Context: an optimization exercise on an open-source flow, tuned for a short achievable clock period and few clock cycles. The choices shown serve that exercise and are no tape-out recipe. In this exercise RTL edits were held to simulation tests only and were not proved equivalent to the original.

==> inputs of job 7311 <==
## rv32i_top
module rv32i_top #(parameter n = 32)
                (
                input  logic          clk,
                input  logic          reset_n,
                output logic [n-1:0]  imem_addr,
                input  logic [n-1:0]  imem_rdata,
                output logic [n-1:0]  dmem_addr,
                output logic [n-1:0]  dmem_wdata,
                output logic          dmem_we,
                output logic          dmem_re,
                input  logic [n-1:0]  dmem_rdata
                );
    logic [31:0] pc_o;          
    logic [31:0] pc_fn;         
    logic [31:0] pc_next;
    wire  [31:0] pc_f = ~pc_fn;
    logic [31:0] rf [1:31];
    logic        d_valid;
    logic [31:0] d_ir, d_pc, d_pc4;
    logic        d_pred, d_tok;
    logic        x_valid;
    logic [31:0] x_a, x_b, x_imm;
    logic [31:0] x_bn;          
    logic [4:0]  x_rd;
    logic [31:1] x_rd_oh;       
    logic        x_wr_alu;      
    logic        x_wr_ld;       
  ...
Settings: LEC_CHECK=0, ABC_CLOCK_PERIOD_IN_PS=2500, CAP_MARGIN=20, CORE_MARGIN=2, CORE_UTILIZATION=40, CTS_CLUSTER_DIAMETER=150, CTS_CLUSTER_SIZE=20, SETUP_SLACK_MARGIN=0.5, SLEW_MARGIN=20; clock period 12.0 ns.
standard.sh (not shown) runs the stock make flow with config.mk's settings and CLKGATE_MAP_FILE= SYNTH_SCRIPT=/design/flow/synth_recipe.tcl, a recipe that flattens the netlist after the stock synthesis.
==> flow/flow/run.sh <==
#!/bin/bash
# Own flow: the standard ORFS flow (standard.sh), with timing repair
# aimed at a larger setup margin so that the layout is optimised beyond
# what the 12 ns clock alone asks for. The clock and constraints are the standard flow's.
# Later make variables on the command line override standard.sh's.
set -e
bash standard.sh SETUP_SLACK_MARGIN=8.5 MATCH_CELL_FOOTPRINT=0 finish > standard.log 2>&1
==> job 6988 (differences from job 7311) <==
--- a/flow/design.v
+++ b/flow/design.v
@@ -39,16 +39,15 @@
     logic [4:0]  w_rd;
     logic [31:1] w_rd_oh;       
     logic        w_wr;
     wire [31:0] in     = imem_rdata;
     wire        f_isB  = (in[6:0] == 7'b1100011);
     wire [12:0] f_immb = {in[31], in[7], in[30:25], in[11:8], 1'b0};
     wire        f_pred = f_isB & ((in[19:15] == in[24:20]) | in[31]);
-    wire [13:0] t_lo   = {1'b0, pc_f[12:0]} + {1'b0, f_immb};
-    wire [31:0] f_target = {pc_f[31:13], t_lo[12:0]};
+    wire        t_c13;              
     wire [31:0] pc_seq   = pc_f + 32'd4;
     wire [6:0]  opc = d_ir[6:0];
     wire [2:0]  f3  = d_ir[14:12];
     wire [4:0]  rs1 = d_ir[19:15];
     wire [4:0]  rs2 = d_ir[24:20];
     wire [4:0]  rd  = d_ir[11:7];
     wire d_isR = (opc == 7'b0110011);
@@ -108,21 +107,28 @@
     wire [31:0] fb = hx_b ? alu : hm_b ? m_res : hw_b ? w_val : rf_b;
     wire        z_sum  = ((x_a ^ x_b) == {(x_a[30:0] | x_b[30:0]), 1'b0});
     wire        d_zx   = d_isB & x_valid & x_wr_alu & x_add &
                          (((rs1 == x_rd) & (rs2 == 5'd0)) | ((rs2 == x_rd) & (rs1 == 5'd0)));
     wire        d_fix  = d_valid & ~d_stall & ~mispred & d_zx &
                          (z_sum ? (~d_pred | ~d_tok) : d_pred);
     wire [31:0] d_tgt  = d_pc + imm_b;
+    logic [31:0] pc_alt;
     always_comb begin
-        if (mispred)       pc_next = fix_t ? x_tgt : x_pc4;
-        else if (d_fix)    pc_next = z_sum ? d_tgt : d_pc4;
-        else if (d_stall)  pc_next = pc_f;
-        else if (f_pred)   pc_next = f_target;
-        else               pc_next = pc_seq;
-    end
+        if (mispred)       pc_alt = fix_t ? x_tgt : x_pc4;
+        else if (d_fix)    pc_alt = z_sum ? d_tgt : d_pc4;
+        else if (d_stall)  pc_alt = pc_f;
+        else               pc_alt = pc_seq;
+    end
+    wire use_tgt = f_pred & ~mispred & ~d_fix & ~d_stall;
+    logic [31:0] pc_o_next;
+    br_next bnext(
+        .a(pc_f[12:0]), .b(f_immb), .hi(pc_f[31:13]),
+        .sel_f(use_tgt), .oth_f(pc_alt),
+        .sel_o(use_tgt & reset_n), .oth_o(reset_n ? pc_alt : 32'd0),
+        .out_f(pc_next), .out_o(pc_o_next), .cout(t_c13));
     integer i;
     always_ff @(posedge clk, negedge reset_n) begin
         if (!reset_n) begin
             for (i = 1; i < 32; i = i + 1) rf[i] <= '0;
         end else begin
             for (i = 1; i < 32; i = i + 1)
                 if (w_rd_oh[i]) rf[i] <= w_val;
@@ -143,15 +149,15 @@
             x_valid <= d_valid & ~d_stall & ~mispred;
             pc_fn <= ~pc_next;
             if (mispred | d_fix) d_valid <= 1'b0;
             else if (!d_stall) d_valid <= 1'b1;
         end
     end
     always_ff @(posedge clk) begin
-        pc_o <= reset_n ? pc_next : 32'd0;
+        pc_o <= pc_o_next;
         m_re <= reset_n & x_valid & x_isL;
         m_we <= reset_n & x_valid & x_isS;
     end
     always_ff @(posedge clk) begin
         w_val <= m_res;
         w_rd  <= m_rd;
         m_addr  <= agu;
@@ -184,11 +190,47 @@
         x_or   <= d_alu & f3 == 3'b110;
         x_and  <= d_alu & f3 == 3'b111;
         if (!d_stall) begin
             d_ir   <= in;
             d_pc   <= pc_f;
             d_pc4  <= pc_seq;
             d_pred <= f_pred;
-            d_tok  <= (t_lo[13] == in[31]);
+            d_tok  <= (t_c13 == in[31]);
         end
     end
 endmodule
+module br_next (
+    input  logic [12:0] a,
+    input  logic [12:0] b,
+    input  logic [31:13] hi,
+    input  logic        sel_f,
+    input  logic [31:0] oth_f,
+    input  logic        sel_o,
+    input  logic [31:0] oth_o,
+    output logic [31:0] out_f,
+    output logic [31:0] out_o,
+    output logic        cout
+);
+    logic [12:0] g0, p0, g1, p1, g2, p2, g3, p3, g4;
+    assign g0 = a & b;
+    assign p0 = a ^ b;
+    always_comb begin
+        for (int i = 0; i < 13; i++) begin
+            g1[i] = (i >= 1) ? (g0[i] | (p0[i] & g0[i-1])) : g0[i];
+            p1[i] = (i >= 1) ? (p0[i] & p0[i-1]) : p0[i];
+        end
+        for (int i = 0; i < 13; i++) begin
+            g2[i] = (i >= 2) ? (g1[i] | (p1[i] & g1[i-2])) : g1[i];
+            p2[i] = (i >= 2) ? (p1[i] & p1[i-2]) : p1[i];
+        end
+        for (int i = 0; i < 13; i++) begin
+            g3[i] = (i >= 4) ? (g2[i] | (p2[i] & g2[i-4])) : g2[i];
+            p3[i] = (i >= 4) ? (p2[i] & p2[i-4]) : p2[i];
+        end
+        for (int i = 0; i < 13; i++)
+            g4[i] = (i >= 8) ? (g3[i] | (p3[i] & g3[i-8])) : g3[i];
+    end
+    wire [31:0] tgt = {hi, p0 ^ {g4[11:0], 1'b0}};
+    assign cout  = g4[12];
+    assign out_f = sel_f ? tgt : oth_f;
+    assign out_o = sel_o ? tgt : oth_o;
+endmodule
==> flow/flow/run.sh (replaced) <==
#!/bin/bash
# Own flow: the standard ORFS flow (standard.sh) with two changes:
#  - timing repair aims at a larger setup margin, so that the layout is
#    optimised beyond what the 12 ns clock alone asks for;
#  - synthesis leaves adders to ABC (ADDER_MAP_FILE empty) instead of
#    mapping them onto full/half-adder cells, which gives faster adders.
#    Registers are mapped exactly as in the standard synthesis.
# The clock, the constraints and everything else are the standard flow's. Later make
# variables on the command line override standard.sh's. The whole output
# goes to standard.log; ORFS keeps each step's log under orfs/logs.
set -e
bash standard.sh SETUP_SLACK_MARGIN=8.5 MATCH_CELL_FOOTPRINT=0 ADDER_MAP_FILE= finish > standard.log 2>&1
CORE_UTILIZATION = 50   (was 40)
SYNTH_HIERARCHICAL = 1   (was unset)
SYNTH_MINIMUM_KEEP_SIZE = 0   (was unset)
==> job 1307 (differences from job 7311) <==
--- a/flow/design.v
+++ b/flow/design.v
@@ -39,16 +39,15 @@
     logic [4:0]  w_rd;
     logic [31:1] w_rd_oh;       
     logic        w_wr;
     wire [31:0] in     = imem_rdata;
     wire        f_isB  = (in[6:0] == 7'b1100011);
     wire [12:0] f_immb = {in[31], in[7], in[30:25], in[11:8], 1'b0};
     wire        f_pred = f_isB & ((in[19:15] == in[24:20]) | in[31]);
-    wire [13:0] t_lo   = {1'b0, pc_f[12:0]} + {1'b0, f_immb};
-    wire [31:0] f_target = {pc_f[31:13], t_lo[12:0]};
+    wire        t_c13;              
     wire [31:0] pc_seq   = pc_f + 32'd4;
     wire [6:0]  opc = d_ir[6:0];
     wire [2:0]  f3  = d_ir[14:12];
     wire [4:0]  rs1 = d_ir[19:15];
     wire [4:0]  rs2 = d_ir[24:20];
     wire [4:0]  rd  = d_ir[11:7];
     wire d_isR = (opc == 7'b0110011);
@@ -108,21 +107,28 @@
     wire [31:0] fb = hx_b ? alu : hm_b ? m_res : hw_b ? w_val : rf_b;
     wire        z_sum  = ((x_a ^ x_b) == {(x_a[30:0] | x_b[30:0]), 1'b0});
     wire        d_zx   = d_isB & x_valid & x_wr_alu & x_add &
                          (((rs1 == x_rd) & (rs2 == 5'd0)) | ((rs2 == x_rd) & (rs1 == 5'd0)));
     wire        d_fix  = d_valid & ~d_stall & ~mispred & d_zx &
                          (z_sum ? (~d_pred | ~d_tok) : d_pred);
     wire [31:0] d_tgt  = d_pc + imm_b;
+    logic [31:0] pc_alt;
     always_comb begin
-        if (mispred)       pc_next = fix_t ? x_tgt : x_pc4;
-        else if (d_fix)    pc_next = z_sum ? d_tgt : d_pc4;
-        else if (d_stall)  pc_next = pc_f;
-        else if (f_pred)   pc_next = f_target;
-        else               pc_next = pc_seq;
-    end
+        if (mispred)       pc_alt = fix_t ? x_tgt : x_pc4;
+        else if (d_fix)    pc_alt = z_sum ? d_tgt : d_pc4;
+        else if (d_stall)  pc_alt = pc_f;
+        else               pc_alt = pc_seq;
+    end
+    wire use_tgt = f_pred & ~mispred & ~d_fix & ~d_stall;
+    logic [31:0] pc_o_next;
+    br_next bnext(
+        .a(pc_f[12:0]), .b(f_immb), .hi(pc_f[31:13]),
+        .sel_f(use_tgt), .oth_f(pc_alt),
+        .sel_o(use_tgt & reset_n), .oth_o(reset_n ? pc_alt : 32'd0),
+        .out_f(pc_next), .out_o(pc_o_next), .cout(t_c13));
     integer i;
     always_ff @(posedge clk, negedge reset_n) begin
         if (!reset_n) begin
             for (i = 1; i < 32; i = i + 1) rf[i] <= '0;
         end else begin
             for (i = 1; i < 32; i = i + 1)
                 if (w_rd_oh[i]) rf[i] <= w_val;
@@ -143,15 +149,15 @@
             x_valid <= d_valid & ~d_stall & ~mispred;
             pc_fn <= ~pc_next;
             if (mispred | d_fix) d_valid <= 1'b0;
             else if (!d_stall) d_valid <= 1'b1;
         end
     end
     always_ff @(posedge clk) begin
-        pc_o <= reset_n ? pc_next : 32'd0;
+        pc_o <= pc_o_next;
         m_re <= reset_n & x_valid & x_isL;
         m_we <= reset_n & x_valid & x_isS;
     end
     always_ff @(posedge clk) begin
         w_val <= m_res;
         w_rd  <= m_rd;
         m_addr  <= agu;
@@ -184,11 +190,47 @@
         x_or   <= d_alu & f3 == 3'b110;
         x_and  <= d_alu & f3 == 3'b111;
         if (!d_stall) begin
             d_ir   <= in;
             d_pc   <= pc_f;
             d_pc4  <= pc_seq;
             d_pred <= f_pred;
-            d_tok  <= (t_lo[13] == in[31]);
+            d_tok  <= (t_c13 == in[31]);
         end
     end
 endmodule
+module br_next (
+    input  logic [12:0] a,
+    input  logic [12:0] b,
+    input  logic [31:13] hi,
+    input  logic        sel_f,
+    input  logic [31:0] oth_f,
+    input  logic        sel_o,
+    input  logic [31:0] oth_o,
+    output logic [31:0] out_f,
+    output logic [31:0] out_o,
+    output logic        cout
+);
+    logic [12:0] g0, p0, g1, p1, g2, p2, g3, p3, g4;
+    assign g0 = a & b;
+    assign p0 = a ^ b;
+    always_comb begin
+        for (int i = 0; i < 13; i++) begin
+            g1[i] = (i >= 1) ? (g0[i] | (p0[i] & g0[i-1])) : g0[i];
+            p1[i] = (i >= 1) ? (p0[i] & p0[i-1]) : p0[i];
+        end
+        for (int i = 0; i < 13; i++) begin
+            g2[i] = (i >= 2) ? (g1[i] | (p1[i] & g1[i-2])) : g1[i];
+            p2[i] = (i >= 2) ? (p1[i] & p1[i-2]) : p1[i];
+        end
+        for (int i = 0; i < 13; i++) begin
+            g3[i] = (i >= 4) ? (g2[i] | (p2[i] & g2[i-4])) : g2[i];
+            p3[i] = (i >= 4) ? (p2[i] & p2[i-4]) : p2[i];
+        end
+        for (int i = 0; i < 13; i++)
+            g4[i] = (i >= 8) ? (g3[i] | (p3[i] & g3[i-8])) : g3[i];
+    end
+    wire [31:0] tgt = {hi, p0 ^ {g4[11:0], 1'b0}};
+    assign cout  = g4[12];
+    assign out_f = sel_f ? tgt : oth_f;
+    assign out_o = sel_o ? tgt : oth_o;
+endmodule
==> flow/flow/run.sh (replaced) <==
#!/bin/bash
# Own flow: the standard ORFS flow (standard.sh) with two changes:
#  - timing repair aims at a larger setup margin, so that the layout is
#    optimised beyond what the 12 ns clock alone asks for;
#  - synthesis leaves adders to ABC (ADDER_MAP_FILE empty) instead of
#    mapping them onto full/half-adder cells, which gives faster adders.
#    Registers are mapped exactly as in the standard synthesis.
# The clock, the constraints and everything else are the standard flow's. Later make
# variables on the command line override standard.sh's. The whole output
# goes to standard.log; ORFS keeps each step's log under orfs/logs.
set -e
bash standard.sh SETUP_SLACK_MARGIN=8.5 MATCH_CELL_FOOTPRINT=0 ADDER_MAP_FILE= finish > standard.log 2>&1
SYNTH_HIERARCHICAL = 1   (was unset)
SYNTH_MINIMUM_KEEP_SIZE = 0   (was unset)
==> flow_summary_export.csv <==
group,metric,value,unit
finish,n_all_inverters,185,
power_and_ir_drop,p_per_area,112,nW/µm²
routing,drt-initial-drc-count,13600,
global_routing,busiest_layer,"met2",
finish,postLayoutCellArea,96700,µm²
timing,fmax,260,MHz
run_status,status,"timing/DRC/antenna clean",
-- figures above: job 7311

==> flow_summary_export.csv <==
group,metric,value,unit
power_and_ir_drop,p_per_area,111,nW/µm²
global_routing,busiest_layer,"met1",
finish,antenna_cells,14,
finish,final_core_util,47.4,%
placement,port_buffers,163,
finish,n_all_inverters,168,
finish,postLayoutCellArea,98400,µm²
yosys,ys_top_cells_by_area,"dfrtp_1 32%, mux2_2 15%, dfxtp_1 9.5%",
timing,fmax,266,MHz
power_and_ir_drop,power_leader,"registers",
run_status,status,"timing/DRC/antenna clean",
timing,fin_crit_sh,31.3,%
routing,drt-initial-drc-count,15700,
worst_setup_path,path_cells,"buf_12 > or2_4 > or4_4 > a22oi_2 > nand4_4 > buf_12 > o21a_4 > o31ai_4 > buf_4 > buf_6 > buf_8 > buf_6 > nor3_4 > buf_12 > buf_8 > buf_6 > mux2_4",
power_and_ir_drop,power.internal,7630,µW
routing,dr.pass1.iters,13,
-- figures above: job 1307

==> flow_summary_export.csv <==
group,metric,value,unit
worst_setup_path,endpoint,"pc_o[13]",
worst_setup_path,startpoint,"x_a[23]",
power_and_ir_drop,p_switching,3220,µW
cts,holdBufCountCts,0,
run_status,status,"timing/DRC/antenna clean",
power_and_ir_drop,p_per_area,112,nW/µm²
global_routing,grt_first_pass_wirelength,549000,µm
yosys,netlist_instances,8050,
yosys,ys_seq_area_share,45.5,%
timing,fmax,264,MHz
worst_setup_path,cp_data_arrival_time,4.44,ns
worst_setup_path,critPathRequiredTime,12.66,ns
routing,drt-initial-drc-count,14700,
finish,n_all_inverters,168,
global_routing,busiest_layer,"met1",
-- figures above: job 6988

Testbench counts of job 7311, summed over its fixed seeds: cycles 137,980.
Testbench counts of job 6988, summed over its fixed seeds: cycles 137,980.
Testbench counts of job 1307, summed over its fixed seeds: cycles 137,980.

## afterwards: timing with drivers on the ports
Ports are ideal in the flow. The routed layouts listed here were re-timed in OpenROAD. Step 1 sets driving cells, clkbuf_16 on the clock port and buf_2 on the other inputs (assumed; they add their load-dependent delay and slew). Step 2 adds t to the input delays and takes it off the output delays; t is the mean of the earliest and latest rising clock arrival at the registers after step 1. Input paths then give back, and output paths get back, about the clock's delay inside the block. Three values: ideal, step 1, step 2; two values: the first two.
run | shift t [ns] | setup WS [ns] | worst data-port slew with drivers (ns) | cell pins on the clock port's net
job 7311 | 0.866 | 8.159 / 8.192 / 7.326 | 0.07 | 1
job 6988 | 0.836 | 8.218 / 8.106 / 7.271 | 0.24 | 1
job 1307 | 0.879 | 8.246 / 8.179 / 7.567 | 0.07 | 1
After both steps setup and hold are still met in every run listed. The setup slack of job 6988, which loses most, moves by -0.112 ns with the drivers and by -0.947 ns with both steps.
